Source: an optimization exercise on an open RTL-to-GDS flow (aim: small area, a short achievable clock period and few clock cycles per item). Production flows keep margins and buffers that such runs may drop. Where RTL was checked, it was by simulation tests only, not by an equivalence proof against the original. No functional check of the RTL was part of runs 1 and 2. Power is estimated from default activity; no workload was simulated.

==> flow/design.v <==
`timescale 1ns / 1ps
`default_nettype none
`timescale 1ns / 1ps
`default_nettype none
module lc4_wdecode(input  wire [15:0] insn,
                   output wire        regfile_we,
                   output wire [2:0]  wsel,
                   output wire        nzp_we,
                   output wire        is_load,
                   output wire        is_store);
   wire [3:0] op = insn[15:12];
   wire       to_r7 = (op == 4'b0100) | (op == 4'b1111);      
   assign regfile_we = (op == 4'b0001) | (op == 4'b0101) | (op == 4'b0110) | (op == 4'b1001) |
                       (op == 4'b1010) | (op == 4'b1101) | to_r7;
   assign wsel   = to_r7 ? 3'd7 : insn[11:9];
   assign nzp_we = regfile_we | (op == 4'b0010);
   assign is_load  = (op == 4'b0110);
   assign is_store = (op == 4'b0111);
endmodule
module lc4_rdecode(input  wire [15:0] insn,
                   output wire [2:0]  r1sel,
                   output wire        r1re,
                   output wire [2:0]  r2sel,
                   output wire        r2re);
   wire [3:0] op = insn[15:12];
   wire is_arith = (op == 4'b0001);
   wire is_cmp   = (op == 4'b0010);
   wire is_jsrr  = (op == 4'b0100) & ~insn[11];
   wire is_logic = (op == 4'b0101);
   wire is_ldr   = (op == 4'b0110);
   wire is_str   = (op == 4'b0111);
   wire is_rti   = (op == 4'b1000);
   wire is_shift = (op == 4'b1010);
   wire is_jmpr  = (op == 4'b1100) & ~insn[11];
   wire is_hic   = (op == 4'b1101);
   assign r1sel = (is_cmp | is_hic) ? insn[11:9] : is_rti ? 3'd7 : insn[8:6];
   assign r2sel = is_str ? insn[11:9] : insn[2:0];
   assign r1re  = is_arith | is_cmp | is_jsrr | is_logic | is_ldr | is_str | is_rti |
                  is_shift | is_jmpr | is_hic;
   assign r2re  = (is_arith & ~insn[5]) | (is_cmp & ~insn[8]) | (is_logic & ~insn[5]) |
                  is_str | (is_shift & (insn[5:4] == 2'b11));
endmodule
`timescale 1ns / 1ps
`default_nettype none
module lc4_div_steps #(parameter K = 4)
   (input  wire [15:0]  r_in,
    input  wire [K-1:0] a_bits,
    input  wire [15:0]  b,
    output wire [15:0]  r_out,
    output wire [K-1:0] q_bits);
   wire [15:0] r [0:K];
   assign r[0] = r_in;
   genvar j;
   generate
      for (j = 0; j < K; j = j + 1) begin : step
         wire [16:0] sh = {r[j], a_bits[K-1-j]};
         wire [17:0] df = {1'b0, sh} - {2'b00, b};
         assign q_bits[K-1-j] = ~df[17];
         assign r[j+1] = df[17] ? sh[15:0] : df[15:0];
      end
   endgenerate
   assign r_out = r[K];
endmodule
`timescale 1ns / 1ps
`default_nettype none
module lc4_alu(input  wire [15:0] i_insn,
               input  wire [15:0] i_pc1,       
               input  wire [15:0] i_a,         
               input  wire [15:0] i_b,         
               output reg  [15:0] o_result);
   wire [3:0] op  = i_insn[15:12];
   wire [2:0] sub = i_insn[5:3];
   wire is_cmp   = (op == 4'b0010);
   wire cmp_sgn  = ~i_insn[7];
   wire [15:0] cmp_imm = {{9{i_insn[6] & cmp_sgn}}, i_insn[6:0]};
   wire [15:0] cmp_b   = i_insn[8] ? cmp_imm : i_b;
   wire do_sub = is_cmp | ((op == 4'b0001) & (sub == 3'b010));
   reg  [15:0] addb;
   always @(*) begin
      if (is_cmp)                   addb = cmp_b;
      else if (op == 4'b0001)       addb = i_insn[5] ? {{11{i_insn[4]}}, i_insn[4:0]} : i_b;
      else                          addb = {{10{i_insn[5]}}, i_insn[5:0]};
   end
   wire ea = is_cmp & cmp_sgn & i_a[15];
   wire eb = is_cmp & cmp_sgn & addb[15];
   wire [16:0] bx  = {eb, addb} ^ {17{do_sub}};
   wire [16:0] sum = {ea, i_a} + bx + {16'd0, do_sub};
   wire lt = sum[16];
   wire eq = (sum[15:0] == 16'd0);      
   wire [15:0] cmp_res = lt ? 16'hFFFF : {15'd0, ~eq};
   wire left = (i_insn[5:4] == 2'b00);
   wire [15:0] a_rev, s_rev;
   genvar g;
   generate
      for (g = 0; g < 16; g = g + 1) begin : rev
         assign a_rev[g] = i_a[15-g];
      end
   endgenerate
   wire [15:0] s_in  = left ? a_rev : i_a;
   wire        fill  = (i_insn[5:4] == 2'b01) & i_a[15];
   wire [31:0] s_ext = {{16{fill}}, s_in} >> i_insn[3:0];
   wire [15:0] s_out = s_ext[15:0];
   generate
      for (g = 0; g < 16; g = g + 1) begin : rev2
         assign s_rev[g] = s_out[15-g];
      end
   endgenerate
   wire [15:0] shf = left ? s_rev : s_out;
   always @(*) begin
      case (op)
         4'b0001: o_result = sum[15:0];      
         4'b0010: o_result = cmp_res;
         4'b0101: o_result = i_insn[5] ? (i_a & {{11{i_insn[4]}}, i_insn[4:0]}) :
                             (sub[1:0] == 2'b00) ? (i_a & i_b) :
                             (sub[1:0] == 2'b01) ? ~i_a :
                             (sub[1:0] == 2'b10) ? (i_a | i_b) : (i_a ^ i_b);
         4'b0110, 4'b0111: o_result = sum[15:0];
         4'b1001: o_result = {{7{i_insn[8]}}, i_insn[8:0]};
         4'b1010: o_result = shf;
         4'b1101: o_result = {i_insn[7:0], i_a[7:0]};
         default: o_result = i_pc1;         
      endcase
   end
endmodule
module lc4_mul_csa(input wire [15:0] a, input wire [15:0] b,
                   output wire [15:0] x, output wire [15:0] y);
   wire [15:0] pp0 = a[15:0] & {16{b[0]}};
   wire [14:0] pp1 = a[14:0] & {15{b[1]}};
   wire [13:0] pp2 = a[13:0] & {14{b[2]}};
   wire [12:0] pp3 = a[12:0] & {13{b[3]}};
   wire [11:0] pp4 = a[11:0] & {12{b[4]}};
   wire [10:0] pp5 = a[10:0] & {11{b[5]}};
   wire [9:0] pp6 = a[9:0] & {10{b[6]}};
   wire [8:0] pp7 = a[8:0] & {9{b[7]}};
   wire [7:0] pp8 = a[7:0] & {8{b[8]}};
   wire [6:0] pp9 = a[6:0] & {7{b[9]}};
   wire [5:0] pp10 = a[5:0] & {6{b[10]}};
   wire [4:0] pp11 = a[4:0] & {5{b[11]}};
   wire [3:0] pp12 = a[3:0] & {4{b[12]}};
   wire [2:0] pp13 = a[2:0] & {3{b[13]}};
   wire [1:0] pp14 = a[1:0] & {2{b[14]}};
   wire [0:0] pp15 = a[0:0] & {1{b[15]}};
   wire t1;
   wire t2;
   wire t3;
   wire t4;
   wire t5;
   wire t6;
   wire t7;
   wire t8;
   wire t9;
   wire t10;
   wire t11;
   wire t12;
   wire t13;
   wire t14;
   wire t15;
   wire t16;
   wire t17;
   wire t18;
   wire t19;
   wire t20;
   wire t21;
   wire t22;
   wire t23;
   wire t24;
   wire t25;
   wire t26;
   wire t27;
   wire t28;
   wire t29;
   wire t30;
   wire t31;
   wire t32;
   wire t33;
   wire t34;
   wire t35;
   wire t36;
   wire t37;
   wire t38;
   wire t39;
   wire t40;
   wire t41;
   wire t42;
   wire t43;
   wire t44;
   wire t45;
   wire t46;
   wire t47;
   wire t48;
   wire t49;
   wire t50;
   wire t51;
   wire t52;
   wire t53;
   wire t54;
   wire t55;
   wire t56;
   wire t57;
   wire t58;
   wire t59;
   wire t60;
   wire t61;
   wire t62;
   wire t63;
   wire t64;
   wire t65;
   wire t66;
   wire t67;
   wire t68;
   wire t69;
   wire t70;
   wire t71;
   wire t72;
   wire t73;
   wire t74;
   wire t75;
   wire t76;
   wire t77;
   wire t78;
   wire t79;
   wire t80;
   wire t81;
   wire t82;
   wire t83;
   wire t84;
   wire t85;
   wire t86;
   wire t87;
   wire t88;
   wire t89;
   wire t90;
   wire t91;
   wire t92;
   wire t93;
   wire t94;
   wire t95;
   wire t96;
   wire t97;
   wire t98;
   wire t99;
   wire t100;
   wire t101;
   wire t102;
   wire t103;
   wire t104;
   wire t105;
   wire t106;
   wire t107;
   wire t108;
   wire t109;
   wire t110;
   wire t111;
   wire t112;
   wire t113;
   wire t114;
   wire t115;
   wire t116;
   wire t117;
   wire t118;
   wire t119;
   wire t120;
   wire t121;
   wire t122;
   wire t123;
   wire t124;
   wire t125;
   wire t126;
   wire t127;
   wire t128;
   wire t129;
   wire t130;
   wire t131;
   wire t132;
   wire t133;
   wire t134;
   wire t135;
   wire t136;
   wire t137;
   wire t138;
   wire t139;
   wire t140;
   wire t141;
   wire t142;
   wire t143;
   wire t144;
   wire t145;
   wire t146;
   wire t147;
   wire t148;
   wire t149;
   wire t150;
   wire t151;
   wire t152;
   wire t153;
   wire t154;
   wire t155;
   wire t156;
   wire t157;
   wire t158;
   wire t159;
   wire t160;
   wire t161;
   wire t162;
   wire t163;
   wire t164;
   wire t165;
   wire t166;
   wire t167;
   wire t168;
   wire t169;
   wire t170;
   wire t171;
   wire t172;
   wire t173;
   wire t174;
   wire t175;
   wire t176;
   wire t177;
   wire t178;
   wire t179;
   wire t180;
   wire t181;
   wire t182;
   wire t183;
   wire t184;
   wire t185;
   wire t186;
   wire t187;
   wire t188;
   wire t189;
   wire t190;
   wire t191;
   wire t192;
   wire t193;
   wire t194;
   wire t195;
   wire t196;
   wire t197;
   wire t198;
   wire t199;
   wire t200;
   wire t201;
   wire t202;
   assign t1 = pp0[2] ^ pp1[1] ^ pp2[0];
   assign t2 = (pp0[2] & pp1[1]) | (pp0[2] & pp2[0]) | (pp1[1] & pp2[0]);
   assign t3 = pp0[3] ^ pp1[2] ^ pp2[1];
   assign t4 = (pp0[3] & pp1[2]) | (pp0[3] & pp2[1]) | (pp1[2] & pp2[1]);
   assign t5 = pp0[4] ^ pp1[3] ^ pp2[2];
   assign t6 = (pp0[4] & pp1[3]) | (pp0[4] & pp2[2]) | (pp1[3] & pp2[2]);
   assign t7 = pp3[1] ^ pp4[0];
   assign t8 = pp3[1] & pp4[0];
   assign t9 = pp0[5] ^ pp1[4] ^ pp2[3];
   assign t10 = (pp0[5] & pp1[4]) | (pp0[5] & pp2[3]) | (pp1[4] & pp2[3]);
   assign t11 = pp3[2] ^ pp4[1] ^ pp5[0];
   assign t12 = (pp3[2] & pp4[1]) | (pp3[2] & pp5[0]) | (pp4[1] & pp5[0]);
   assign t13 = pp0[6] ^ pp1[5] ^ pp2[4];
   assign t14 = (pp0[6] & pp1[5]) | (pp0[6] & pp2[4]) | (pp1[5] & pp2[4]);
   assign t15 = pp3[3] ^ pp4[2] ^ pp5[1];
   assign t16 = (pp3[3] & pp4[2]) | (pp3[3] & pp5[1]) | (pp4[2] & pp5[1]);
   assign t17 = pp0[7] ^ pp1[6] ^ pp2[5];
   assign t18 = (pp0[7] & pp1[6]) | (pp0[7] & pp2[5]) | (pp1[6] & pp2[5]);
   assign t19 = pp3[4] ^ pp4[3] ^ pp5[2];
   assign t20 = (pp3[4] & pp4[3]) | (pp3[4] & pp5[2]) | (pp4[3] & pp5[2]);
   assign t21 = pp6[1] ^ pp7[0];
   assign t22 = pp6[1] & pp7[0];
   assign t23 = pp0[8] ^ pp1[7] ^ pp2[6];
   assign t24 = (pp0[8] & pp1[7]) | (pp0[8] & pp2[6]) | (pp1[7] & pp2[6]);
   assign t25 = pp3[5] ^ pp4[4] ^ pp5[3];
   assign t26 = (pp3[5] & pp4[4]) | (pp3[5] & pp5[3]) | (pp4[4] & pp5[3]);
   assign t27 = pp6[2] ^ pp7[1] ^ pp8[0];
   assign t28 = (pp6[2] & pp7[1]) | (pp6[2] & pp8[0]) | (pp7[1] & pp8[0]);
   assign t29 = pp0[9] ^ pp1[8] ^ pp2[7];
   assign t30 = (pp0[9] & pp1[8]) | (pp0[9] & pp2[7]) | (pp1[8] & pp2[7]);
   assign t31 = pp3[6] ^ pp4[5] ^ pp5[4];
   assign t32 = (pp3[6] & pp4[5]) | (pp3[6] & pp5[4]) | (pp4[5] & pp5[4]);
   assign t33 = pp6[3] ^ pp7[2] ^ pp8[1];
   assign t34 = (pp6[3] & pp7[2]) | (pp6[3] & pp8[1]) | (pp7[2] & pp8[1]);
   assign t35 = pp0[10] ^ pp1[9] ^ pp2[8];
   assign t36 = (pp0[10] & pp1[9]) | (pp0[10] & pp2[8]) | (pp1[9] & pp2[8]);
   assign t37 = pp3[7] ^ pp4[6] ^ pp5[5];
   assign t38 = (pp3[7] & pp4[6]) | (pp3[7] & pp5[5]) | (pp4[6] & pp5[5]);
   assign t39 = pp6[4] ^ pp7[3] ^ pp8[2];
   assign t40 = (pp6[4] & pp7[3]) | (pp6[4] & pp8[2]) | (pp7[3] & pp8[2]);
   assign t41 = pp9[1] ^ pp10[0];
   assign t42 = pp9[1] & pp10[0];
   assign t43 = pp0[11] ^ pp1[10] ^ pp2[9];
   assign t44 = (pp0[11] & pp1[10]) | (pp0[11] & pp2[9]) | (pp1[10] & pp2[9]);
   assign t45 = pp3[8] ^ pp4[7] ^ pp5[6];
   assign t46 = (pp3[8] & pp4[7]) | (pp3[8] & pp5[6]) | (pp4[7] & pp5[6]);
   assign t47 = pp6[5] ^ pp7[4] ^ pp8[3];
   assign t48 = (pp6[5] & pp7[4]) | (pp6[5] & pp8[3]) | (pp7[4] & pp8[3]);
   assign t49 = pp9[2] ^ pp10[1] ^ pp11[0];
   assign t50 = (pp9[2] & pp10[1]) | (pp9[2] & pp11[0]) | (pp10[1] & pp11[0]);
   assign t51 = pp0[12] ^ pp1[11] ^ pp2[10];
   assign t52 = (pp0[12] & pp1[11]) | (pp0[12] & pp2[10]) | (pp1[11] & pp2[10]);
   assign t53 = pp3[9] ^ pp4[8] ^ pp5[7];
   assign t54 = (pp3[9] & pp4[8]) | (pp3[9] & pp5[7]) | (pp4[8] & pp5[7]);
   assign t55 = pp6[6] ^ pp7[5] ^ pp8[4];
   assign t56 = (pp6[6] & pp7[5]) | (pp6[6] & pp8[4]) | (pp7[5] & pp8[4]);
   assign t57 = pp9[3] ^ pp10[2] ^ pp11[1];
   assign t58 = (pp9[3] & pp10[2]) | (pp9[3] & pp11[1]) | (pp10[2] & pp11[1]);
   assign t59 = pp0[13] ^ pp1[12] ^ pp2[11];
   assign t60 = (pp0[13] & pp1[12]) | (pp0[13] & pp2[11]) | (pp1[12] & pp2[11]);
   assign t61 = pp3[10] ^ pp4[9] ^ pp5[8];
   assign t62 = (pp3[10] & pp4[9]) | (pp3[10] & pp5[8]) | (pp4[9] & pp5[8]);
   assign t63 = pp6[7] ^ pp7[6] ^ pp8[5];
   assign t64 = (pp6[7] & pp7[6]) | (pp6[7] & pp8[5]) | (pp7[6] & pp8[5]);
   assign t65 = pp9[4] ^ pp10[3] ^ pp11[2];
   assign t66 = (pp9[4] & pp10[3]) | (pp9[4] & pp11[2]) | (pp10[3] & pp11[2]);
   assign t67 = pp12[1] ^ pp13[0];
   assign t68 = pp12[1] & pp13[0];
   assign t69 = pp0[14] ^ pp1[13] ^ pp2[12];
   assign t70 = (pp0[14] & pp1[13]) | (pp0[14] & pp2[12]) | (pp1[13] & pp2[12]);
   assign t71 = pp3[11] ^ pp4[10] ^ pp5[9];
   assign t72 = (pp3[11] & pp4[10]) | (pp3[11] & pp5[9]) | (pp4[10] & pp5[9]);
   assign t73 = pp6[8] ^ pp7[7] ^ pp8[6];
   assign t74 = (pp6[8] & pp7[7]) | (pp6[8] & pp8[6]) | (pp7[7] & pp8[6]);
   assign t75 = pp9[5] ^ pp10[4] ^ pp11[3];
   assign t76 = (pp9[5] & pp10[4]) | (pp9[5] & pp11[3]) | (pp10[4] & pp11[3]);
   assign t77 = pp12[2] ^ pp13[1] ^ pp14[0];
   assign t78 = (pp12[2] & pp13[1]) | (pp12[2] & pp14[0]) | (pp13[1] & pp14[0]);
   assign t79 = pp0[15] ^ pp1[14] ^ pp2[13];
   assign t80 = pp3[12] ^ pp4[11] ^ pp5[10];
   assign t81 = pp6[9] ^ pp7[8] ^ pp8[7];
   assign t82 = pp9[6] ^ pp10[5] ^ pp11[4];
   assign t83 = pp12[3] ^ pp13[2] ^ pp14[1];
   assign t84 = t2 ^ t3 ^ pp3[0];
   assign t85 = (t2 & t3) | (t2 & pp3[0]) | (t3 & pp3[0]);
   assign t86 = t4 ^ t5 ^ t7;
   assign t87 = (t4 & t5) | (t4 & t7) | (t5 & t7);
   assign t88 = t6 ^ t8 ^ t9;
   assign t89 = (t6 & t8) | (t6 & t9) | (t8 & t9);
   assign t90 = t10 ^ t12 ^ t13;
   assign t91 = (t10 & t12) | (t10 & t13) | (t12 & t13);
   assign t92 = t15 ^ pp6[0];
   assign t93 = t15 & pp6[0];
   assign t94 = t14 ^ t16 ^ t17;
   assign t95 = (t14 & t16) | (t14 & t17) | (t16 & t17);
   assign t96 = t19 ^ t21;
   assign t97 = t19 & t21;
   assign t98 = t18 ^ t20 ^ t22;
   assign t99 = (t18 & t20) | (t18 & t22) | (t20 & t22);
   assign t100 = t23 ^ t25 ^ t27;
   assign t101 = (t23 & t25) | (t23 & t27) | (t25 & t27);
   assign t102 = t24 ^ t26 ^ t28;
   assign t103 = (t24 & t26) | (t24 & t28) | (t26 & t28);
   assign t104 = t29 ^ t31 ^ t33;
   assign t105 = (t29 & t31) | (t29 & t33) | (t31 & t33);
   assign t106 = t30 ^ t32 ^ t34;
   assign t107 = (t30 & t32) | (t30 & t34) | (t32 & t34);
   assign t108 = t35 ^ t37 ^ t39;
   assign t109 = (t35 & t37) | (t35 & t39) | (t37 & t39);
   assign t110 = t36 ^ t38 ^ t40;
   assign t111 = (t36 & t38) | (t36 & t40) | (t38 & t40);
   assign t112 = t42 ^ t43 ^ t45;
   assign t113 = (t42 & t43) | (t42 & t45) | (t43 & t45);
   assign t114 = t47 ^ t49;
   assign t115 = t47 & t49;
   assign t116 = t44 ^ t46 ^ t48;
   assign t117 = (t44 & t46) | (t44 & t48) | (t46 & t48);
   assign t118 = t50 ^ t51 ^ t53;
   assign t119 = (t50 & t51) | (t50 & t53) | (t51 & t53);
   assign t120 = t55 ^ t57 ^ pp12[0];
   assign t121 = (t55 & t57) | (t55 & pp12[0]) | (t57 & pp12[0]);
   assign t122 = t52 ^ t54 ^ t56;
   assign t123 = (t52 & t54) | (t52 & t56) | (t54 & t56);
   assign t124 = t58 ^ t59 ^ t61;
   assign t125 = (t58 & t59) | (t58 & t61) | (t59 & t61);
   assign t126 = t63 ^ t65 ^ t67;
   assign t127 = (t63 & t65) | (t63 & t67) | (t65 & t67);
   assign t128 = t60 ^ t62 ^ t64;
   assign t129 = (t60 & t62) | (t60 & t64) | (t62 & t64);
   assign t130 = t66 ^ t68 ^ t69;
   assign t131 = (t66 & t68) | (t66 & t69) | (t68 & t69);
   assign t132 = t71 ^ t73 ^ t75;
   assign t133 = (t71 & t73) | (t71 & t75) | (t73 & t75);
   assign t134 = t70 ^ t72 ^ t74;
   assign t135 = t76 ^ t78 ^ t79;
   assign t136 = t80 ^ t81 ^ t82;
   assign t137 = t87 ^ t88 ^ t11;
   assign t138 = (t87 & t88) | (t87 & t11) | (t88 & t11);
   assign t139 = t89 ^ t90 ^ t92;
   assign t140 = (t89 & t90) | (t89 & t92) | (t90 & t92);
   assign t141 = t91 ^ t93 ^ t94;
   assign t142 = (t91 & t93) | (t91 & t94) | (t93 & t94);
   assign t143 = t95 ^ t97 ^ t98;
   assign t144 = (t95 & t97) | (t95 & t98) | (t97 & t98);
   assign t145 = t99 ^ t101 ^ t102;
   assign t146 = (t99 & t101) | (t99 & t102) | (t101 & t102);
   assign t147 = t104 ^ pp9[0];
   assign t148 = t104 & pp9[0];
   assign t149 = t103 ^ t105 ^ t106;
   assign t150 = (t103 & t105) | (t103 & t106) | (t105 & t106);
   assign t151 = t108 ^ t41;
   assign t152 = t108 & t41;
   assign t153 = t107 ^ t109 ^ t110;
   assign t154 = (t107 & t109) | (t107 & t110) | (t109 & t110);
   assign t155 = t112 ^ t114;
   assign t156 = t112 & t114;
   assign t157 = t111 ^ t113 ^ t115;
   assign t158 = (t111 & t113) | (t111 & t115) | (t113 & t115);
   assign t159 = t116 ^ t118 ^ t120;
   assign t160 = (t116 & t118) | (t116 & t120) | (t118 & t120);
   assign t161 = t117 ^ t119 ^ t121;
   assign t162 = (t117 & t119) | (t117 & t121) | (t119 & t121);
   assign t163 = t122 ^ t124 ^ t126;
   assign t164 = (t122 & t124) | (t122 & t126) | (t124 & t126);
   assign t165 = t123 ^ t125 ^ t127;
   assign t166 = (t123 & t125) | (t123 & t127) | (t125 & t127);
   assign t167 = t128 ^ t130 ^ t132;
   assign t168 = (t128 & t130) | (t128 & t132) | (t130 & t132);
   assign t169 = t129 ^ t131 ^ t133;
   assign t170 = t134 ^ t135 ^ t136;
   assign t171 = t140 ^ t141 ^ t96;
   assign t172 = (t140 & t141) | (t140 & t96) | (t141 & t96);
   assign t173 = t142 ^ t143 ^ t100;
   assign t174 = (t142 & t143) | (t142 & t100) | (t143 & t100);
   assign t175 = t144 ^ t145 ^ t147;
   assign t176 = (t144 & t145) | (t144 & t147) | (t145 & t147);
   assign t177 = t146 ^ t148 ^ t149;
   assign t178 = (t146 & t148) | (t146 & t149) | (t148 & t149);
   assign t179 = t150 ^ t152 ^ t153;
   assign t180 = (t150 & t152) | (t150 & t153) | (t152 & t153);
   assign t181 = t154 ^ t156 ^ t157;
   assign t182 = (t154 & t156) | (t154 & t157) | (t156 & t157);
   assign t183 = t158 ^ t160 ^ t161;
   assign t184 = (t158 & t160) | (t158 & t161) | (t160 & t161);
   assign t185 = t162 ^ t164 ^ t165;
   assign t186 = (t162 & t164) | (t162 & t165) | (t164 & t165);
   assign t187 = t167 ^ t77;
   assign t188 = t167 & t77;
   assign t189 = t166 ^ t168 ^ t169;
   assign t190 = t170 ^ t83 ^ pp15[0];
   assign t191 = t176 ^ t177 ^ t151;
   assign t192 = (t176 & t177) | (t176 & t151) | (t177 & t151);
   assign t193 = t178 ^ t179 ^ t155;
   assign t194 = (t178 & t179) | (t178 & t155) | (t179 & t155);
   assign t195 = t180 ^ t181 ^ t159;
   assign t196 = (t180 & t181) | (t180 & t159) | (t181 & t159);
   assign t197 = t182 ^ t183 ^ t163;
   assign t198 = (t182 & t183) | (t182 & t163) | (t183 & t163);
   assign t199 = t184 ^ t185 ^ t187;
   assign t200 = (t184 & t185) | (t184 & t187) | (t185 & t187);
   assign t201 = t186 ^ t188 ^ t189;
   assign t202 = t200 ^ t201 ^ t190;
   assign x = {t202, t198, t196, t194, t192, t191, t174, t172, t171, t138, t137, t85, t84, t1, pp0[1], pp0[0]};
   assign y = {1'b0, t199, t197, t195, t193, 1'b0, t175, t173, 1'b0, t139, 1'b0, t86, 1'b0, 1'b0, pp1[0], 1'b0};
endmodule
`timescale 1ns / 1ps
`default_nettype none
module lc4_regfile(input  wire        clk,
                   input  wire        gwe,
                   input  wire        rst,
                   input  wire [7:0]  i_rs,       
                   output reg  [15:0] o_rs_data,
                   input  wire [7:0]  i_rt,       
                   output reg  [15:0] o_rt_data,
                   input  wire [2:0]  i_rd,
                   input  wire [15:0] i_wdata,
                   input  wire        i_rd_we);
   reg [15:0] r [0:7];
   integer i;
   always @(posedge clk) begin
      if (gwe) begin
         for (i = 0; i < 8; i = i + 1) begin
            if (rst) r[i] <= 16'h0000;
            else if (i_rd_we && i_rd == i) r[i] <= i_wdata;
         end
      end
   end
   always @(*) begin
      o_rs_data = 16'h0000;
      o_rt_data = 16'h0000;
      for (i = 0; i < 8; i = i + 1) begin
         o_rs_data = o_rs_data | (r[i] & {16{i_rs[i]}});
         o_rt_data = o_rt_data | (r[i] & {16{i_rt[i]}});
      end
   end
endmodule
`timescale 1ns / 1ps
`default_nettype none
module lc4_processor
(input  wire        clk,
 input  wire        rst,
 input  wire        gwe,
 output wire [15:0] o_cur_pc,
 input  wire [15:0] i_cur_insn,
 output wire [15:0] o_dmem_addr,
 input  wire [15:0] i_cur_dmem_data,
 output wire        o_dmem_we,
 output wire [15:0] o_dmem_towrite,
 output wire [1:0]  test_stall,
 output wire [15:0] test_cur_pc,
 output wire [15:0] test_cur_insn,
 output wire        test_regfile_we,
 output wire [2:0]  test_regfile_wsel,
 output wire [15:0] test_regfile_data,
 output wire        test_nzp_we,
 output wire [2:0]  test_nzp_new_bits,
 output wire        test_dmem_we,
 output wire [15:0] test_dmem_addr,
 output wire [15:0] test_dmem_data,
 input  wire [7:0]  switch_data,
 output wire [15:0] seven_segment_data,
 output wire [7:0]  led_data);
   reg  [15:0] pc_f;
   reg         x_v;
   reg  [15:0] x_ir;
   reg  [2:0]  x_r1sel, x_r2sel;
   reg         x_r1re, x_r2re;
   reg         hit_a, hit_b;           
   reg  [7:0]  x_s1, x_s2;             
   reg         m_v;
   reg  [15:0] m_ir, m_pc, m_res, m_sd;
   reg         m_stw;                  
   reg         m_late;                 
   reg         m_mul, m_dfast;
   reg         m_alo;
   reg  [1:0]  m_qhi;
   reg         w_v;
   reg  [15:0] w_ir, w_pc, w_data, w_addr;
   reg         w_we, w_nzp_we, w_st, w_mem;
   reg  [2:0]  w_wsel, w_nzp;
   reg  [2:0]  nzp;
   reg  [3:0]  d_cnt;
   wire [2:0] f_r1sel, f_r2sel;
   wire       f_r1re, f_r2re;
   lc4_rdecode fdec (.insn(i_cur_insn), .r1sel(f_r1sel), .r1re(f_r1re),
                     .r2sel(f_r2sel), .r2re(f_r2re));
   wire [3:0] op = x_ir[15:12];
   wire is_br    = (op == 4'b0000);
   wire is_jsr   = (op == 4'b0100) &  x_ir[11];
   wire is_jsrr  = (op == 4'b0100) & ~x_ir[11];
   wire is_rti   = (op == 4'b1000);
   wire is_jmpr  = (op == 4'b1100) & ~x_ir[11];
   wire is_jmp   = (op == 4'b1100) &  x_ir[11];
   wire is_trap  = (op == 4'b1111);
   wire is_mul   = (op == 4'b0001) & (x_ir[5:3] == 3'b001);
   wire is_div   = (op == 4'b0001) & (x_ir[5:3] == 3'b011);
   wire is_mod   = (op == 4'b1010) & (x_ir[5:4] == 2'b11);
   wire is_dm    = is_div | is_mod;
   wire is_ctl   = is_jsr | is_jsrr | is_rti | is_jmpr | is_jmp | is_trap;
   wire x_we, x_nzp_we, x_ld, x_st;
   wire [2:0] x_wsel;
   lc4_wdecode xdec (.insn(x_ir), .regfile_we(x_we), .wsel(x_wsel), .nzp_we(x_nzp_we),
                     .is_load(x_ld), .is_store(x_st));
   wire        m_we, m_nzp_we, m_ld, m_st;
   wire [2:0]  m_wsel;
   lc4_wdecode mdec (.insn(m_ir), .regfile_we(m_we), .wsel(m_wsel), .nzp_we(m_nzp_we),
                     .is_load(m_ld), .is_store(m_st));
   wire [15:0] mdv_r;
   wire        mdv_q;
   lc4_div_steps #(1) mdv (.r_in(m_res), .a_bits(m_alo), .b(m_sd), .r_out(mdv_r), .q_bits(mdv_q));
   wire [15:0] m_div = (m_sd == 16'd0) ? 16'd0 :
                       (m_ir[15:12] == 4'b0001) ? {13'd0, m_qhi, mdv_q} : mdv_r;
   wire [15:0] m_alu = m_dfast ? m_div : m_mul ? m_res + m_sd : m_res;
   wire [15:0] m_val = m_ld ? i_cur_dmem_data : m_alu;
   wire        wb_en = m_v & m_we;
   wire [15:0] rf_a, rf_b;
   lc4_regfile rf (.clk(clk), .gwe(gwe), .rst(rst),
                   .i_rs(x_s1), .o_rs_data(rf_a), .i_rt(x_s2), .o_rt_data(rf_b),
                   .i_rd(m_wsel), .i_wdata(m_val), .i_rd_we(wb_en));
   wire [15:0] opa = (m_res & {16{hit_a}}) | rf_a;
   wire [15:0] opb = (m_res & {16{hit_b}}) | rf_b;
   wire ld_stall = m_late & ((x_r1re & hit_a) | (x_r2re & hit_b) | is_br);
   wire first  = (d_cnt == 4'd0);
   wire last   = (d_cnt == 4'd8);
   wire b_zero = (opb == 16'd0);
   wire fast   = (opa[15:3] < opb) | b_zero;
   reg  [1:0] abits;
   always @(*) begin
      case (d_cnt[2:0])
         3'd1:    abits = opa[15:14];
         3'd2:    abits = opa[13:12];
         3'd3:    abits = opa[11:10];
         3'd4:    abits = opa[9:8];
         3'd5:    abits = opa[7:6];
         3'd6:    abits = opa[5:4];
         3'd7:    abits = opa[3:2];
         default: abits = first ? opa[2:1] : opa[1:0];
      endcase
   end
   wire [15:0] xdv_r;
   wire [1:0]  xdv_q;
   lc4_div_steps #(2) xdv (.r_in(first ? {3'd0, opa[15:3]} : m_res), .a_bits(abits), .b(opb),
                           .r_out(xdv_r), .q_bits(xdv_q));
   wire dm_done  = first ? fast : last;
   wire dm_stall = is_dm & ~dm_done;
   wire [15:0] pc1 = pc_f;
   wire [15:0] alu_res, mul_x, mul_y;
   lc4_alu alu (.i_insn(x_ir), .i_pc1(pc1), .i_a(opa), .i_b(opb), .o_result(alu_res));
   lc4_mul_csa mul (.a(opa), .b(opb), .x(mul_x), .y(mul_y));
   wire [2:0] cur_nzp = (m_v & m_nzp_we) ? {m_res[15], m_res == 16'd0, ~m_res[15] & (m_res != 16'd0)} : nzp;
   wire br_taken = |(x_ir[11:9] & cur_nzp);
   wire [15:0] rel = is_br ? {{7{x_ir[8]}}, x_ir[8:0]} : {{5{x_ir[10]}}, x_ir[10:0]};
   wire [15:0] rel_tgt = pc1 + rel;
   wire [15:0] x_pc = pc_f - 16'd1;
   reg  [15:0] target;
   always @(*) begin
      if (is_br | is_jmp)  target = rel_tgt;
      else if (is_jsr)     target = {x_pc[15], x_ir[10:0], 4'b0000};
      else if (is_trap)    target = {8'h80, x_ir[7:0]};
      else                 target = opa;                    
   end
   wire x_stall  = x_v & (ld_stall | dm_stall);
   wire x_go     = x_v & ~ld_stall & ~dm_stall;            
   wire redirect = x_go & (is_ctl | (is_br & br_taken));
   wire x_dm_run = x_v & is_dm & ~ld_stall;                 
   wire [2:0] n_r1sel = x_stall ? x_r1sel : f_r1sel;
   wire [2:0] n_r2sel = x_stall ? x_r2sel : f_r2sel;
   wire nhit_a = x_go & x_we & (x_wsel == f_r1sel);
   wire nhit_b = x_go & x_we & (x_wsel == f_r2sel);
   always @(posedge clk) begin
      if (gwe) begin
         if (rst) begin
            pc_f  <= 16'h8200;
            x_v   <= 1'b0;
            m_v   <= 1'b0;
            m_stw <= 1'b0;
            w_v   <= 1'b0;
            nzp   <= 3'b000;
            d_cnt <= 4'd0;
            hit_a <= 1'b0;
            hit_b <= 1'b0;
            x_s1  <= 8'd0;
            x_s2  <= 8'd0;
         end else begin
            if (redirect) begin
               pc_f <= target;
               x_v  <= 1'b0;
            end else if (!x_stall) begin
               pc_f <= pc_f + 16'd1;
               x_v  <= 1'b1;
            end
            if (x_dm_run)
               d_cnt <= dm_done ? 4'd0 : d_cnt + 4'd1;
            hit_a <= nhit_a;
            hit_b <= nhit_b;
            x_s1  <= nhit_a ? 8'd0 : (8'd1 << n_r1sel);
            x_s2  <= nhit_b ? 8'd0 : (8'd1 << n_r2sel);
            m_v   <= x_go;
            m_stw <= x_go & x_st;
            w_v   <= m_v;
            if (m_v & m_nzp_we) nzp <= {m_val[15], m_val == 16'd0, ~m_val[15] & (m_val != 16'd0)};
         end
         if (!x_stall) begin
            x_ir    <= i_cur_insn;
            x_r1sel <= f_r1sel;
            x_r2sel <= f_r2sel;
            x_r1re  <= f_r1re;
            x_r2re  <= f_r2re;
         end
         m_ir    <= x_ir;
         m_pc    <= x_pc;
         m_mul   <= is_mul;
         m_dfast <= is_dm & first;
         m_late  <= x_go & (x_ld | is_mul | (is_dm & first));
         m_alo   <= opa[0];
         m_qhi   <= xdv_q;
         if (x_dm_run & ~first & ~dm_done) begin    
            m_res <= xdv_r;
            m_sd  <= {m_sd[13:0], xdv_q};
         end else if (x_dm_run & ~dm_done) begin    
            m_res <= 16'd0;
            m_sd  <= 16'd0;
         end else if (is_dm) begin                  
            m_res <= first ? xdv_r : is_div ? {m_sd[13:0], xdv_q} : xdv_r;
            m_sd  <= opb;
         end else if (is_mul) begin
            m_res <= mul_x;
            m_sd  <= mul_y;
         end else begin
            m_res <= alu_res;
            m_sd  <= opb;
         end
         w_ir     <= m_ir;
         w_pc     <= m_pc;
         w_data   <= m_st ? m_sd : m_val;
         w_addr   <= (m_ld | m_st) ? m_res : 16'd0;
         w_we     <= m_we;
         w_wsel   <= m_wsel;
         w_nzp_we <= m_nzp_we;
         w_st     <= m_st;
         w_mem    <= m_ld | m_st;
         w_nzp    <= {m_val[15], m_val == 16'd0, ~m_val[15] & (m_val != 16'd0)};
      end
   end
   assign o_cur_pc       = pc_f;
   assign o_dmem_addr    = m_res;
   assign o_dmem_we      = m_stw;
   assign o_dmem_towrite = m_sd;
   assign test_stall        = {~w_v, 1'b0};
   assign test_cur_pc       = w_pc;
   assign test_cur_insn     = w_ir;
   assign test_regfile_we   = w_we;
   assign test_regfile_wsel = w_wsel;
   assign test_regfile_data = w_data;
   assign test_nzp_we       = w_nzp_we;
   assign test_nzp_new_bits = w_nzp;
   assign test_dmem_we      = w_st;
   assign test_dmem_addr    = w_addr;
   assign test_dmem_data    = w_mem ? w_data : 16'd0;
   assign seven_segment_data = 16'h0000;
   assign led_data = 8'h00;
endmodule
==> flow/flow/run.sh <==
#!/bin/bash
set -o pipefail
export SETUP_SLACK_MARGIN=${FLOW_MARGIN:-29.2}
export BUFFER_PORTS_ARGS="-buffer_cell sky130_fd_sc_hd__buf_2"
bash standard.sh > standard.log 2>&1
==> flow/standard.sh <==
#!/bin/bash
# synth_recipe.tcl (not shown) runs the flow's synth.tcl, then flattens the netlist and writes it again
# the make line also repeats each setting of config.mk as NAME=value (left out here)
make -C /OpenROAD-flow-scripts/flow DESIGN_CONFIG=/design/flow/config.mk WORK_HOME=/design/flow/orfs CLKGATE_MAP_FILE= SYNTH_SCRIPT=/design/flow/synth_recipe.tcl "${@:-finish}"
==> flow/config.mk <==
export PLATFORM = sky130hd
export DESIGN_NAME = lc4_processor
export DESIGN_NICKNAME = lc4_processor
export VERILOG_FILES = /design/flow/design.v
export SDC_FILE = /design/flow/constraint.sdc
export NUM_CORES = 4
export LEC_CHECK = 0
export CAP_MARGIN = 20
export CORE_MARGIN = 2
export CORE_UTILIZATION = 55
export SLEW_MARGIN = 20
==> flow/constraint.sdc <==
create_clock -name core_clock -period 38.0 [get_ports {clk}]
set_input_delay 7.6000 -clock core_clock [delete_from_list [all_inputs] [get_ports {clk}]]
set_output_delay 7.6000 -clock core_clock [all_outputs]
set_load 0.01 [all_outputs]
==> impl.org, run 1 <==
** Timing
- Period utilization :: a little under a quarter
- Derived from the worst setup path, the maximum achievable clock frequency is around 0.11 GHz.
- At the pin with the least slew margin, the transition time is 1.000 ns.
- In the final timing run, aggregate negative setup slack is 0 ns.
- Clock Skew :: approximately 0.046 ns
- Setup violations remaining at the end of the flow were counted as 0.
- The number of slew-limit violations in the final report was 0.
- The number of failing hold endpoints at the final stage came to 0.
- For the finished layout, the period the worst path requires is ~9 ns.
- PnR worst setup slack :: 28.94 ns
- RSZ-0062 raised after global routing :: yes
- Max transition margin :: approximately a third

** Floorplan
- Die Footprint :: between 50000 and 60000 sq um
- After floorplanning, the core was sized to cover roughly 50000 sq um.
- I/O pin count :: 207
- Number of cell rows :: 82
- Effective utilization at floorplan :: 55.86%
- Die boundary height :: approximately 230 microns
- X dimension of the die :: about 230 microns

** Logic synthesis
- Leading post-synthesis cells by cell area :: sky130_fd_sc_hd__edfxtp_1 36%, sky130_fd_sc_hd__ha_1 7.2%, sky130_fd_sc_hd__fa_1 6.3%
- Of all cell types, the one taking the most synthesized area is sky130_fd_sc_hd__edfxtp_1.
- Dominant cell by count in the synthesized netlist :: sky130_fd_sc_hd__edfxtp_1
- After synthesis the cells add up to approximately 28000 sq um.
- Synthesis inferred roughly 340 register bits.
- Summed over its instances, the top area cell type makes up 36.46% of the synthesized netlist area.
- In the synthesized netlist the dominant register cell turns out to be sky130_fd_sc_hd__edfxtp_1.
- During synthesis, Yosys emitted a total of 6 warnings.
- In the synthesized netlist, the number of instances is between 2000 and 3000.
- Distinct cells, synth :: 89
- By count the netlist is led by 341 x sky130_fd_sc_hd__edfxtp_1, 274 x sky130_fd_sc_hd__nor2_1, 206 x sky130_fd_sc_hd__nand2_1, 201 x sky130_fd_sc_hd__inv_1, 163 x sky130_fd_sc_hd__a21oi_1.
- Number of enable flip-flop cells after synthesis :: between 300 and 400
- Counting flops with an async set or reset pin after synthesis yields a share of 0%.
- The average instance in the mapped netlist occupies approximately 9.7 sq um.
- Of the synthesized area, sequential elements account for 36.46%.

** Hold path
- The startpoint identified for the worst hold timing path is m_pc[11].
- Class of the most critical hold timing path :: reg2reg

** Setup path
- Startpoint kind of the worst setup timing path :: flop
- STA classifies the critical path endpoint as a primary output.
- Worst Path Arrival :: roughly 1.5 ns
- Type of the setup path with the least slack :: reg2out
- The critical path starts at w_mem.
- Required arrival time at the worst endpoint :: between 30 and 40 ns
- Critical-path maximum fanout :: 16
- The worst register-to-register path begins at m_res[3].

** Placement
- After detailed placement, the total cell area comes to between 20000 and 30000 sq um.
- Once detailed placement completed, the half-perimeter wirelength came to 77.79 mm.
- At the placement stage, the worst setup path has a slack of 28.09 ns.
- Port buffering added 173 buffers.
- Final weighted congestion of routability-driven global placement :: slightly below 1

** Route
- Detailed router's first-iteration violation count :: a little over 4000
- Routed via count :: 26740
- The routed design has approximately 120 mm of wire.
- Avg Vias per Cell :: just under 7
- The detail route stage leaves a number of antenna-violating nets equal to 0.
- Drt pass-1 iters :: 9
- # DRC :: 0
- Average wire length per cell after detail routing :: 30.29 microns

** Run
- The tool flagged a number of max-cap violations equal to 0.

** Pwr
- Dividing total power by cell area gives a power density of 64.81 nW/um^2.
- Summing internal, switching and leakage power gives 2124 uW.
- Across the VDD grid, the largest voltage drop is between 70 and 80 uV.
- Summed over all cells, the static leakage comes to roughly 0.013 uW.

** Cells and area
- The finished cells cover 32770 sq um.
- The post-route netlist has between 10% and 20% of its cells at a drive strength greater than 1.
- Measured on the finished design, the core utilization comes to ~65%.
- Signed area change from the synthesized netlist to the final layout :: 16.70%
- At the end of the flow, the number of nets in the layout was 3431.

** Global route
- The first global-routing pass estimated about 170 mm of wire.
- For this run, global-route usage on met2 was measured as between 60% and 70%.
- Maximum number of pins on one net before global-route repair :: just under 90
- The initial antenna violation count is 6.
- Across every metal layer, demand over resource in global routing totals a little over two fifths.
- Number of global-route vias before repair :: between 20000 and 30000
- Global Route met1 Usage :: ~57%
- Grt total ovfl :: 0
- Global routing used about 12% of the available met3 tracks.
- Global routing's busiest layer :: met2

** Clocking
- Count of H-tree levels built during CTS :: 2
- At the later pin of the worst-skew pair, clock insertion delay measures 0.61 ns.
- TritonCTS built the clock tree.
- After clock tree synthesis, the flow added hold-fix buffers numbering 0.
- The number of clock buffers added by TritonCTS is 40.
- Clk pin slew, worst setup/hold paths :: 0.06 ns
- CTS placed an instance of sky130_fd_sc_hd__clkbuf_16 at the clock tree root.
- Clock tree sinks :: around 340
- The clock passes through at most 3 buffers.

** Run status
- Outcome :: finished clean
## what timing repair did
action,CTS,global route
resized for setup,88,29
gates cloned,0,0
buffers inserted,78,33
endpoints found under the setup margin,219,141
pin swaps,24,17
hold endpoints to repair,0,0
## power by group
part / internal (uW) / leakage [uW] / total [uW] / switching (uW)
Sequential: 465 / 0.00333 / 493 / 28.4
Combinational: 491 / 0.00946 / 1230 / 739
Clock: 230 / 0.000663 / 401 / 171
Total: 1190 / 0.0135 / 2120 / 938
## metrics by stage
stage               cells  hold WS [ns]
finish               3845        0.4157
global route         3839        0.4166
CTS                  3806        0.4157
detailed placement   3656        0.4045
global placement     3655        0.4011
floorplan            2927        0.4003
## critical path, stage by stage (launching register included)
cell and delay [ns]:
sky130_fd_sc_hd__edfxtp_1 0.39, sky130_fd_sc_hd__buf_6 0.16, sky130_fd_sc_hd__and2_1 0.15, sky130_fd_sc_hd__buf_2 0.15
## kinds of logic (layout without fill, tap and decap cells)
group           after synthesis  count (layout)  synth area share, %
mux                         115             115                5.716
buf+inv                     419             659                6.171
flops                       341             341                36.46
simple gates                833             833                13.86
compound gates              800             800                19.75
xor+xnor                    143             143                4.460
other cells                   1              31              0.01335
fa+ha+maj                   251             251                13.56
## layer usage
metal	part of all wire, %	routed length [microns]	vias up
met2	43	50210	2124
li1	-	-	11230
met1	37	42760	12880
met5	0.033	38	-
met4	6.3	7315	6
met3	14	16150	492
## path summary, 6_finish.rpt
path,end,slack (ns),cells after the start
min reg2reg,w_pc[11],0.42,0
min,w_pc[11],0.42,0
max,test_dmem_data[2],28.94,3
max reg2reg,m_res[10],29.45,31
## final cells by class
class | count | area, sq um
Tap cell | 672 | 840.8
Multi-Input combinational cell | 2167 | 16760
Antenna cell | 6 | 15.01
Sequential cell | 341 | 10240
Clock buffer | 41 | 1005
Inverter | 211 | 809.5
Fill cell | 4107 | 17500
Timing Repair Buffer | 376 | 2756
Clock inverter | 31 | 349.1
## sequential cells by signal, summed over array words and instances (netlist names), 16 cells and up
name and cells:
m_ir 16, m_pc 16, m_res 16, m_sd 16
pc_f 16, rf.r 128, w_addr 16, w_data 16
w_ir 16, w_pc 16, x_ir 16
## cell usage in the layout (no fill, tap or decap), types with 45 or more instances in the layout
master / count
sky130_fd_sc_hd__inv_1: 198
sky130_fd_sc_hd__xnor2_1: 109
sky130_fd_sc_hd__nor2_1: 272
sky130_fd_sc_hd__edfxtp_1: 341
sky130_fd_sc_hd__o21ai_0: 137
sky130_fd_sc_hd__a21oi_1: 158
sky130_fd_sc_hd__a22oi_1: 70
sky130_fd_sc_hd__nand2_1: 202
sky130_fd_sc_hd__ha_1: 162
sky130_fd_sc_hd__nand3_1: 90
sky130_fd_sc_hd__fa_1: 89
sky130_fd_sc_hd__buf_4: 176
sky130_fd_sc_hd__mux2i_1: 45
sky130_fd_sc_hd__buf_2: 156
==> inputs of run 2 (changes only) <==
--- a/flow/config.mk
+++ b/flow/config.mk
@@ -8,4 +8,5 @@
 export CAP_MARGIN = 20
 export CORE_MARGIN = 2
 export CORE_UTILIZATION = 55
+export CTS_BUF_LIST = sky130_fd_sc_hd__clkbuf_4 sky130_fd_sc_hd__clkbuf_8
 export SLEW_MARGIN = 20
==> run 2 against run 1 <==
Sequential share of layout area up 0.17 points. Largest cell class unchanged. Clock power decreased by 14%. Worst setup slack worse by 0.089 ns. Design area fell by 0.55%. Core utilization decreased by 0.36 points. Count of clock-buffer cells in the layout rose by 28. Still clean on timing, DRC and antenna. Wire length decreased by 0.18%. Worst hold slack got worse by 0.020 ns. Global-route usage is 0.12 points higher.
==> impl.org, run 2 <==
** Placement
- Placed cell area :: 29900 sq um (unchanged)
- Detail Placement HPWL :: 77.79 mm (unchanged)
- The number of input and output port buffers inserted is 173 (unchanged).
- The last weighted congestion value of the routability-driven placer was 0.9931 (unchanged).

** Timing
- The number of failing hold endpoints at the final stage came to 0 (unchanged).
- Final sum of negative setup slack :: 0 ns (unchanged)
- RSZ-0062 raised after global routing: yes (unchanged).
- Final Setup Violations :: 0 (unchanged)
- Clock Skew :: 0.03892 ns (was 0.04585 ns)
- The worst relative slew slack is 33.89% (was 33.18%).
- Final Slew Violations :: 0 (unchanged)
- Period utilization :: 24.07% (was 23.84%)
- The final critical path time including I/O delays and setup is 9.148 ns (was 9.060 ns).
- The slew at the pin closest to its max-slew limit was 0.9897 ns (was 1.000 ns).
- Timing-limited maximum frequency :: 0.1093 GHz (was 0.1104 GHz)

** Run status
- Outcome :: finished clean (unchanged)

** Logic synthesis
- Leading post-synthesis cells by cell area: sky130_fd_sc_hd__edfxtp_1 36%, sky130_fd_sc_hd__ha_1 7.2%, sky130_fd_sc_hd__fa_1 6.3% (unchanged).
- The number of synthesis warnings was 6 (unchanged).
- Top-area cell type share of the netlist area :: 36.46% (unchanged)
- Cell taking the most area after synthesis :: sky130_fd_sc_hd__edfxtp_1 (unchanged)
- The cell with the most instances after synthesis was sky130_fd_sc_hd__edfxtp_1 (unchanged).
- The post-synthesis sequential element count was 341 (unchanged).
- The instance count of the mapped netlist came to 2903 (unchanged).
- Netlist Area Pre-Place :: 28080 sq um (unchanged)
- Commonest cells post-synth: 341 x sky130_fd_sc_hd__edfxtp_1, 274 x sky130_fd_sc_hd__nor2_1, 206 x sky130_fd_sc_hd__nand2_1, 201 x sky130_fd_sc_hd__inv_1, 163 x sky130_fd_sc_hd__a21oi_1 (unchanged).
- The number of unique standard cell types used by synthesis was 89 (unchanged).
- Portion of the post-synthesis area used by sequential elements :: 36.46% (unchanged)
- Predominant post-synthesis flop cell :: sky130_fd_sc_hd__edfxtp_1 (unchanged)
- The post-synthesis average cell area is 9.673 sq um (unchanged).
- Share of synthesized flip-flops with an asynchronous set or reset :: 0% (unchanged)
- Number of enable flip-flop cells after synthesis :: 341 (unchanged)

** Pwr
- The portion of total power attributed to the clock network came to 16.6% (was 18.9%).
- The internal power is 1135 uW (was 1186 uW).
- The leakage power was 0.01339 uW (was 0.01346 uW).
- PD cells :: 63.52 nW/um^2 (was 64.81 nW/um^2)
- The switching part of the total power was 45.19% (was 44.17%).
- The sequential fraction of design power is 23.8% (was 23.2%).
- Part of the total power dissipated in combinational logic :: 59.6% (was 57.9%)
- Sw power :: 935.7 uW (was 938.3 uW)
- Worst voltage drop across the vdd grid :: 71.01 uV (was 71.85 uV)

** Route
- # DRC :: 0 (unchanged)
- Routed via count :: 26900 (was 26740)
- The number of optimization iterations in the first detailed-route pass is 7 (was 9).
- Average wire length per cell after detail routing :: 29.97 microns (was 30.29 microns)
- The number of vias per cell after detailed routing is 6.935 (was 6.954).
- The number of violations reported at the end of detailed-routing iteration 0 is 4184 (was 4120).
- ANT nets after route :: 0 (unchanged)
- Routed wire length :: 116.3 mm (was 116.5 mm)

** Setup path
- The cell family with the largest share of critical-path delay is flip-flops (unchanged).
- Startpoint kind of the worst setup timing path :: flop (unchanged)
- The arrival time at the worst endpoint came to 1.55 ns (was 1.46 ns).
- Cell-by-cell listing of the critical path: buf_6 > and2_1 > buf_2 (unchanged).
- Setup crit end kind :: primary output (unchanged)
- Type of the setup path with the least slack :: reg2out (unchanged)
- The critical path data required time came to 30.40 ns (about the same).
- The maximum single-stage delay on the critical path is 0.40 ns (was 0.39 ns).
- Number of buffers and inverters on the critical path :: 2 (unchanged)
- Critical-path maximum fanout :: 16 (unchanged)
- Slowest-stage cell, CP :: sky130_fd_sc_hd__edfxtp_1 (unchanged)

** Cells and area
- The fraction of layout cells with a size suffix above 1 came to 19.87% (was 19.48%).
- The area of all placed cells without fillers was 32590 sq um (was 32770 sq um).
- The number of flip-flops in the largest register is 128 (unchanged).
- The number of nets in the final layout was 3448 (was 3431).
- Leading cell types in the layout, fill and taps excluded: 341 x sky130_fd_sc_hd__edfxtp_1, 271 x sky130_fd_sc_hd__nor2_1, 203 x sky130_fd_sc_hd__nand2_1 (was 341 x sky130_fd_sc_hd__edfxtp_1, 272 x sky130_fd_sc_hd__nor2_1, 202 x sky130_fd_sc_hd__nand2_1).
- Biggest register :: rf.r (unchanged)
- The most common cell after layout, fill and taps aside is sky130_fd_sc_hd__edfxtp_1 (unchanged).
- The relative area change from synthesis to final layout is 16.06% (was 16.70%).

** Clocking
- The clock input transition at the sequential cells of the worst setup and hold paths came to 0.08 ns (was 0.06 ns).
- CTS buffer count :: 58 (was 40)
- Cell at the root of the clock tree :: sky130_fd_sc_hd__clkbuf_8 (was sky130_fd_sc_hd__clkbuf_16)
- Clock tree from TritonCTS :: done (unchanged)
- The number of sinks handled by clock tree synthesis was 341 (unchanged).
- Skew-Pair Late Insertion Delay :: 0.70 ns (was 0.61 ns)
- The number of hold buffers added after cts is 0 (unchanged).
- Maximum buffer depth of the clock tree :: 3 (unchanged)
- Count of H-tree levels built during CTS :: 2 (unchanged)

** Global route
- The initial antenna violation count is 10 (was 6).
- Total routing resource utilization after global routing :: 42.94% (was 42.82%)
- The sum of overflow across all layers after global routing came to 0 (unchanged).
- Number of global-route vias before repair :: 25190 (was 25100)
- Global-route wire length before repair :: 166.8 mm (was 166.3 mm)
- The pin count of the biggest net entering global routing is 88 (unchanged).

** Floorplan
- The width of the die is 230.0 microns (unchanged).
- The vertical extent of the die is 230.0 microns (unchanged).
- Die Footprint :: 52880 sq um (unchanged)
- I/O pin count :: 207 (unchanged)
- Number of cell rows :: 82 (unchanged)
- The starting density of the core is 55.86% (unchanged).
- The area of the core region came to 50270 sq um (unchanged).

** Run
- Max-capacitance violation count :: 0 (unchanged)

** Hold path
- Class of the most critical hold timing path :: reg2reg (unchanged)
-- run 2: cell counts after synthesis --
No cell type changed its count.
-- run 2: path summary, 6_finish.rpt --
path	start	end	slack, ns	cells after the start
max reg2reg	m_res[9]	m_res[10]	29.42	31
min reg2reg	m_pc[12]	w_pc[12]	0.40	0
min	m_pc[12]	w_pc[12]	0.40	0
max	w_mem	test_dmem_data[2]	28.85	3
-- run 2: logic make-up (layout without fill, tap and decap cells) --
kind of cell    Yosys count  in the layout  share of synthesized area [%]
compound gates          800            800                          19.75
xor+xnor                143            143                          4.460
fa+ha+maj               251            251                          13.56
buf+inv                 419            693                          6.171
flops                   341            341                          36.46
mux                     115            115                          5.716
other cells               1             31                        0.01335
simple gates            833            833                          13.86
-- run 2: area by class of cell --
type	count	area, sq um
Fill cell	4137	17680
Multi-Input combinational cell	2167	16740
Sequential cell	341	10240
Timing Repair Buffer	375	2766
Clock buffer	69	880.8
Tap cell	672	840.8
Inverter	211	814.5
Clock inverter	38	297.8
Antenna cell	6	15.01
-- run 2: per-layer routing --
metal / global-route usage, % / share of wire (%) / vias up
met5: 0 / 0.046 / -
met4: 24.58 / 6.2 / 8
met3: 11.56 / 14 / 479
met2: 62.93 / 43 / 2111
met1: 57.51 / 37 / 13030
li1: - / - / 11280
-- run 2: metrics by stage --
step / setup WS (ns) / cells / util [%] / power (uW) / hold WS, ns
2_1_floorplan: 28.54 / 2927 / - / 1260 / 0.4003
3_3_place_gp: 28.12 / 3655 / 59.45 / 1614 / 0.4011
3_5_place_dp: 28.09 / 3656 / 59.48 / 1645 / 0.4045
4_1_cts: 28.87 / 3836 / 63.84 / 2021 / 0.3992
5_1_grt: 28.82 / 3873 / 64.80 / 2177 / 0.4064
6_report: 28.85 / 3879 / 64.83 / 2070 / 0.3960
-- run 2: power by group through the flow --
| stage | combinational (uW) | clock [uW] | sequential [uW] |
|---|---|---|---|
| final | 1230 | 344 | 493 |
| after global placement | 1100 | 0 | 511 |
| after floorplan | 761 | 0 | 499 |
| after CTS | 1180 | 346 | 493 |
| after detailed placement | 1130 | 0 | 512 |
| after global routing | 1320 | 362 | 494 |
-- run 2: what timing repair did --
action                                  CTS  global route
endpoints found under the setup margin  233           191
buffers inserted                         73            37
pin swaps                                19            21
gates resized for setup                  78            37
==> inputs of run 3 (changes only) <==
--- a/flow/design.v
+++ b/flow/design.v
@@ -709,8 +709,9 @@
    wire x_dm_run = x_v & is_dm & ~ld_stall;                 
    wire [2:0] n_r1sel = x_stall ? x_r1sel : f_r1sel;
    wire [2:0] n_r2sel = x_stall ? x_r2sel : f_r2sel;
-   wire nhit_a = x_go & x_we & (x_wsel == f_r1sel);
-   wire nhit_b = x_go & x_we & (x_wsel == f_r2sel);
+   wire [7:0] xw_dec = (x_go & x_we) ? (8'd1 << x_wsel) : 8'd0;    
+   wire nhit_a = |((8'd1 << f_r1sel) & xw_dec);
+   wire nhit_b = |((8'd1 << f_r2sel) & xw_dec);
    always @(posedge clk) begin
       if (gwe) begin
          if (rst) begin
@@ -737,8 +738,8 @@
                d_cnt <= dm_done ? 4'd0 : d_cnt + 4'd1;
             hit_a <= nhit_a;
             hit_b <= nhit_b;
-            x_s1  <= nhit_a ? 8'd0 : (8'd1 << n_r1sel);
-            x_s2  <= nhit_b ? 8'd0 : (8'd1 << n_r2sel);
+            x_s1  <= (8'd1 << n_r1sel) & ~xw_dec;
+            x_s2  <= (8'd1 << n_r2sel) & ~xw_dec;
             m_v   <= x_go;
             m_stw <= x_go & x_st;
             w_v   <= m_v;
==> run 3 against run 2 <==
Still clean on timing, DRC and antenna. Worst setup slack worse by 0.049 ns. Cell count is 0.67% higher. Critical path type unchanged. Synthesized cell count grew 1.3%. Critical path depth stayed put. Critical endpoint is now test_dmem_data[4]. Clock skew is 0.013 ns higher. Highest routed layer unchanged. Area after synthesis barely moved.
==> impl.org, run 3 <==
** Run status
- Outcome: finished clean (unchanged).

** Pwr
- Worst voltage drop across the vdd grid :: 67.75 uV (was 71.01 uV)
- The overall power consumption is 2049 uW (was 2070 uW).
- Sw power :: 932.4 uW (was 935.7 uW)
- Clock share of power :: 16.1% (was 16.6%)
- The leakage power came to 0.01319 uW (was 0.01339 uW).
- Sw Share :: 45.51% (was 45.19%)
- The internal power came to 1116 uW (was 1135 uW).
- Sequential Power Share :: 23.9% (was 23.8%)
- PD cells :: 63.62 nW/um^2 (was 63.52 nW/um^2)
- The share of total power in combinational logic is 60.0% (was 59.6%).

** Logic synthesis
- Commonest cells post-synth :: 341 x sky130_fd_sc_hd__edfxtp_1, 281 x sky130_fd_sc_hd__nor2_1, 247 x sky130_fd_sc_hd__nand2_1, 185 x sky130_fd_sc_hd__inv_1, 184 x sky130_fd_sc_hd__o21ai_0 (was 341 x sky130_fd_sc_hd__edfxtp_1, 274 x sky130_fd_sc_hd__nor2_1, 206 x sky130_fd_sc_hd__nand2_1, 201 x sky130_fd_sc_hd__inv_1, 163 x sky130_fd_sc_hd__a21oi_1)
- YS warnings :: 6 (unchanged)
- The number of unique standard cell types used by synthesis was 93 (was 89).
- The share of the yosys chip area belonging to registers came to 36.49% (was 36.46%).
- The prevailing post-synth register cell is sky130_fd_sc_hd__edfxtp_1 (unchanged).
- Leading post-synthesis cells by cell area: sky130_fd_sc_hd__edfxtp_1 36%, sky130_fd_sc_hd__ha_1 7.2%, sky130_fd_sc_hd__fa_1 6.3% (unchanged).
- Top-area cell type share of the netlist area :: 36.49% (was 36.46%)
- Post-synthesis area per instance :: 9.546 sq um (was 9.673 sq um)
- The number of enable-type register cells in the synthesized netlist was 341 (unchanged).
- The share of flip-flops with an asynchronous set or reset after synthesis came to 0% (unchanged).
- The mapped cell area came to 28070 sq um (was 28080 sq um).
- The post-synthesis sequential element count came to 341 (unchanged).
- Cell taking the most area after synthesis :: sky130_fd_sc_hd__edfxtp_1 (unchanged)
- Post-Syn Instances :: 2940 (was 2903)
- The cell with the most instances after synthesis is sky130_fd_sc_hd__edfxtp_1 (unchanged).

** Global route
- Number of global-route vias before repair :: 25310 (was 25190)
- Global Route met3 Usage :: 11.88% (was 11.56%)
- The initial antenna violation count was 7 (was 10).
- The pin count of the biggest net entering global routing came to 88 (unchanged).
- The sum of overflow across all layers after global routing came to 0 (unchanged).
- The global router's overall resource usage came to 42.90% (was 42.94%).
- The global-route met2 utilization was 64.62% (was 62.93%).
- Global-route wire length before repair :: 166.9 mm (was 166.8 mm)
- The most crowded layer after global routing is met2 (unchanged).
- Global Route met1 Usage :: 56.09% (was 57.51%)

** Route
- The average routed wire per standard cell is 29.76 microns (was 29.97 microns).
- The number of vias per cell after detailed routing was 6.875 (was 6.935).
- ANT nets after route :: 0 (unchanged)
- Drt pass-1 iters :: 9 (was 7)
- Routed via count :: 26850 (was 26900)
- The count of unresolved DRC violations after routing was 0 (unchanged).
- Detailed router's first-iteration violation count :: 4177 (was 4184)
- Routed wire length :: 116.2 mm (was 116.3 mm)

** Floorplan
- The area of the core region came to 50270 sq um (unchanged).
- Die Footprint :: 52850 sq um (was 52880 sq um)
- Die boundary height :: 229.9 microns (was 230.0 microns)
- X dimension of the die :: 229.9 microns (was 230.0 microns)
- I/O pin count :: 207 (unchanged)
- Effective utilization at floorplan :: 55.83% (was 55.86%)
- The total number of placement rows came to 82 (unchanged).

** Cells and area
- The count of filler cells inserted in the layout came to 4158 (was 4137).
- The fraction of layout cells with a size suffix above 1 is 18.77% (was 19.87%).
- Leading cell types in the layout, fill and taps excluded :: 341 x sky130_fd_sc_hd__edfxtp_1, 281 x sky130_fd_sc_hd__nor2_1, 245 x sky130_fd_sc_hd__nand2_1 (was 341 x sky130_fd_sc_hd__edfxtp_1, 271 x sky130_fd_sc_hd__nor2_1, 203 x sky130_fd_sc_hd__nand2_1)
- The flip-flop and latch area is 10240 sq um (unchanged).
- Signed area change from the synthesized netlist to the final layout :: 14.74% (was 16.06%)
- Multi-input gate area :: 16500 sq um (was 16740 sq um)
- Biggest register :: rf.r (unchanged)
- The number of flip-flops in the largest register is 128 (unchanged).
- The most common cell after layout, fill and taps aside is sky130_fd_sc_hd__edfxtp_1 (unchanged).
- Post-Layout Inst Area :: 32200 sq um (was 32590 sq um)
- Layout net count :: 3476 (was 3448)

** Setup path
- The minimum setup slack among reg-to-reg paths came to 29.35 ns (was 29.42 ns).
- The kind of critical path is reg2out (unchanged).
- The worst setup path startpoint is w_mem (unchanged).
- The critical path data required time came to 30.40 ns (about the same).
- The type of destination of the critical path is a primary output (unchanged).
- The kind of launch point of the worst setup path is a flop (unchanged).
- Critical-path maximum fanout :: 8 (was 16)
- The worst reg2reg path startpoint was x_s1[0] (was m_res[9]).
- Worst Path Arrival :: 1.60 ns (was 1.55 ns)

** Timing
- Final sum of negative setup slack :: 0 ns (unchanged)
- RSZ-0062 raised after global routing :: yes (unchanged)
- The post-route worst hold slack was 0.4164 ns (was 0.3960 ns).
- Clock Skew :: 0.05222 ns (was 0.03892 ns)
- Final Slew Violations :: 0 (unchanged)
- The number of failing hold endpoints at the final stage was 0 (unchanged).
- The least setup slack across all paths after layout came to 28.80 ns (was 28.85 ns).
- The final number of setup-violating endpoints was 0 (unchanged).
- The timing-limited maximum frequency came to 0.1087 GHz (was 0.1093 GHz).
- Period utilization :: 24.20% (was 24.07%)
- Fin crit period :: 9.197 ns (was 9.148 ns)
- Max transition margin :: 18.35% (was 33.89%)
- The slew at the pin closest to its max-slew limit is 1.212 ns (was 0.9897 ns).

** Placement
- The placed standard-cell area came to 29770 sq um (was 29900 sq um).
- The last weighted congestion value of the routability-driven placer came to 1.044 (was 0.9931).
- The half-perimeter wire length of the detailed placement result came to 77.40 mm (was 77.79 mm).
- The post-placement worst setup slack came to 27.91 ns (was 28.09 ns).
- The number of input and output port buffers inserted came to 173 (unchanged).

** Clocking
- The worst-skew pair later-pin latency was 0.72 ns (was 0.70 ns).
- Maximum buffer depth of the clock tree :: 3 (unchanged)
- Clock tree sinks :: 341 (unchanged)
- The clock input transition at the sequential cells of the worst setup and hold paths was 0.06 ns (was 0.08 ns).
- CTS buffer count :: 56 (was 58)
- Cell at the root of the clock tree :: sky130_fd_sc_hd__clkbuf_8 (unchanged)
- Count of H-tree levels built during CTS :: 2 (unchanged)
- The CTS tree is done (unchanged).

** Hold path
- Class of the most critical hold timing path :: reg2reg (unchanged)
- Critical hold path startpoint :: m_pc[12] (unchanged)

** Run
- Max-capacitance violation count :: 0 (unchanged)
==> run 3: final cells by class <==
class                   instances  area share, %
inverters                     198          2.351
multi-input cells            2223          51.25
repair buffers                362          8.466
well taps                     672          2.611
clock inverters                31         0.6994
clock buffers                  73          2.790
diodes                          5        0.03885
flip-flops and latches        341          31.80
==> run 3: power groups by stage <==
stage	clock, uW	sequential, uW	combinational, uW
finish	330	489	1230
global route	348	490	1310
CTS	332	487	1190
detailed placement	0	504	1130
global placement	0	503	1110
floorplan	0	497	751
==> run 3: cells by family (layout without fill, tap and decap cells) <==
logic type	after synthesis	after routing	share of synthesized area [%]
other	1	30	0.01336
muxes	99	99	4.766
adders and majority gates	251	251	13.57
DFF	341	341	36.49
xor gates and xnor gates	131	131	4.088
AOI/OAI and AO/OA	817	817	20.02
and+or+nand+nor	900	900	15.16
buffers and inverters	400	664	5.898
==> run 3: critical path, stage by stage, from the launching register on <==
cell	delay, ns
sky130_fd_sc_hd__edfxtp_1	0.46
sky130_fd_sc_hd__buf_6	0.18
sky130_fd_sc_hd__and2_4	0.14
sky130_fd_sc_hd__buf_6	0.11
==> run 3: repair_timing <==
action,4_1_cts,5_1_grt
endpoints found under the setup margin,196,187
buffers inserted,89,9
hold buffers,0,0
resized for setup,86,41
hold endpoints to repair,0,0
pin swaps,1,5
==> run 3: path summary, 6_finish.rpt <==
path                            end  cells after the start
setup / recovery  test_dmem_data[4]                      3
hold / removal             w_pc[12]                      0
hold reg to reg            w_pc[12]                      0
setup reg to reg          m_res[13]                     30
==> run 3: metrics by stage <==
stage	utilization, %	std cells
after floorplan	-	2964
after global placement	59.21	3698
after detailed placement	59.21	3698
after CTS	63.56	3891
after global routing	64.03	3900
final	64.05	3905
==> run 3: per-layer routing <==
| layer | vias to the layer above | routed length [microns] |
|---|---|---|
| met3 | 450 | 15930 |
| li1 | 11390 | - |
| met5 | - | 10 |
| met1 | 12900 | 42320 |
| met4 | 2 | 7750 |
| met2 | 2105 | 50180 |
Testbench counts of run 3, summed over its fixed seeds: cycles 73,652, instructions 64,000.

[what the ideal ports hide]
The results above use ideal ports. As a check the final layouts listed here were re-extracted and re-timed, cells and wires unchanged. Step 1 (the two cells are an assumption about what drives the block):
set clk [get_ports {clk}]
set_driving_cell -lib_cell sky130_fd_sc_hd__clkbuf_16 $clk
set_driving_cell -lib_cell sky130_fd_sc_hd__buf_2 [delete_from_list [all_inputs] $clk]
Step 2 times the ports against the registers' clock, not the clock port: input delays grow and output delays shrink by t, the midpoint of the rising clock arrivals with the driver on. Three values: ideal, step 1, step 2; two values: the first two.
| run | shift t [ns] | setup WS [ns] | hold slack, ns | clock arrival spread, ns | slew at the worst register clock pin (ns) |
|---|---|---|---|---|---|
| run 1 | 0.652 | 28.940 / 28.878 / 28.311 | 0.416 / 0.416 / 0.416 | 0.046 / 0.046 | 0.07 / 0.07 |
| run 2 | 0.743 | 28.852 / 28.794 / 28.289 | 0.396 / 0.396 / 0.396 | 0.039 / 0.038 | 0.08 / 0.08 |
| run 3 | 0.749 | 28.803 / 28.743 / 28.516 | 0.416 / 0.416 / 0.416 | 0.057 / 0.056 | 0.08 / 0.08 |
After both steps setup and hold are still met in every run listed. For run 1, which loses most, drivers alone change the setup slack by -0.062 ns; drivers and shift together by -0.629 ns.
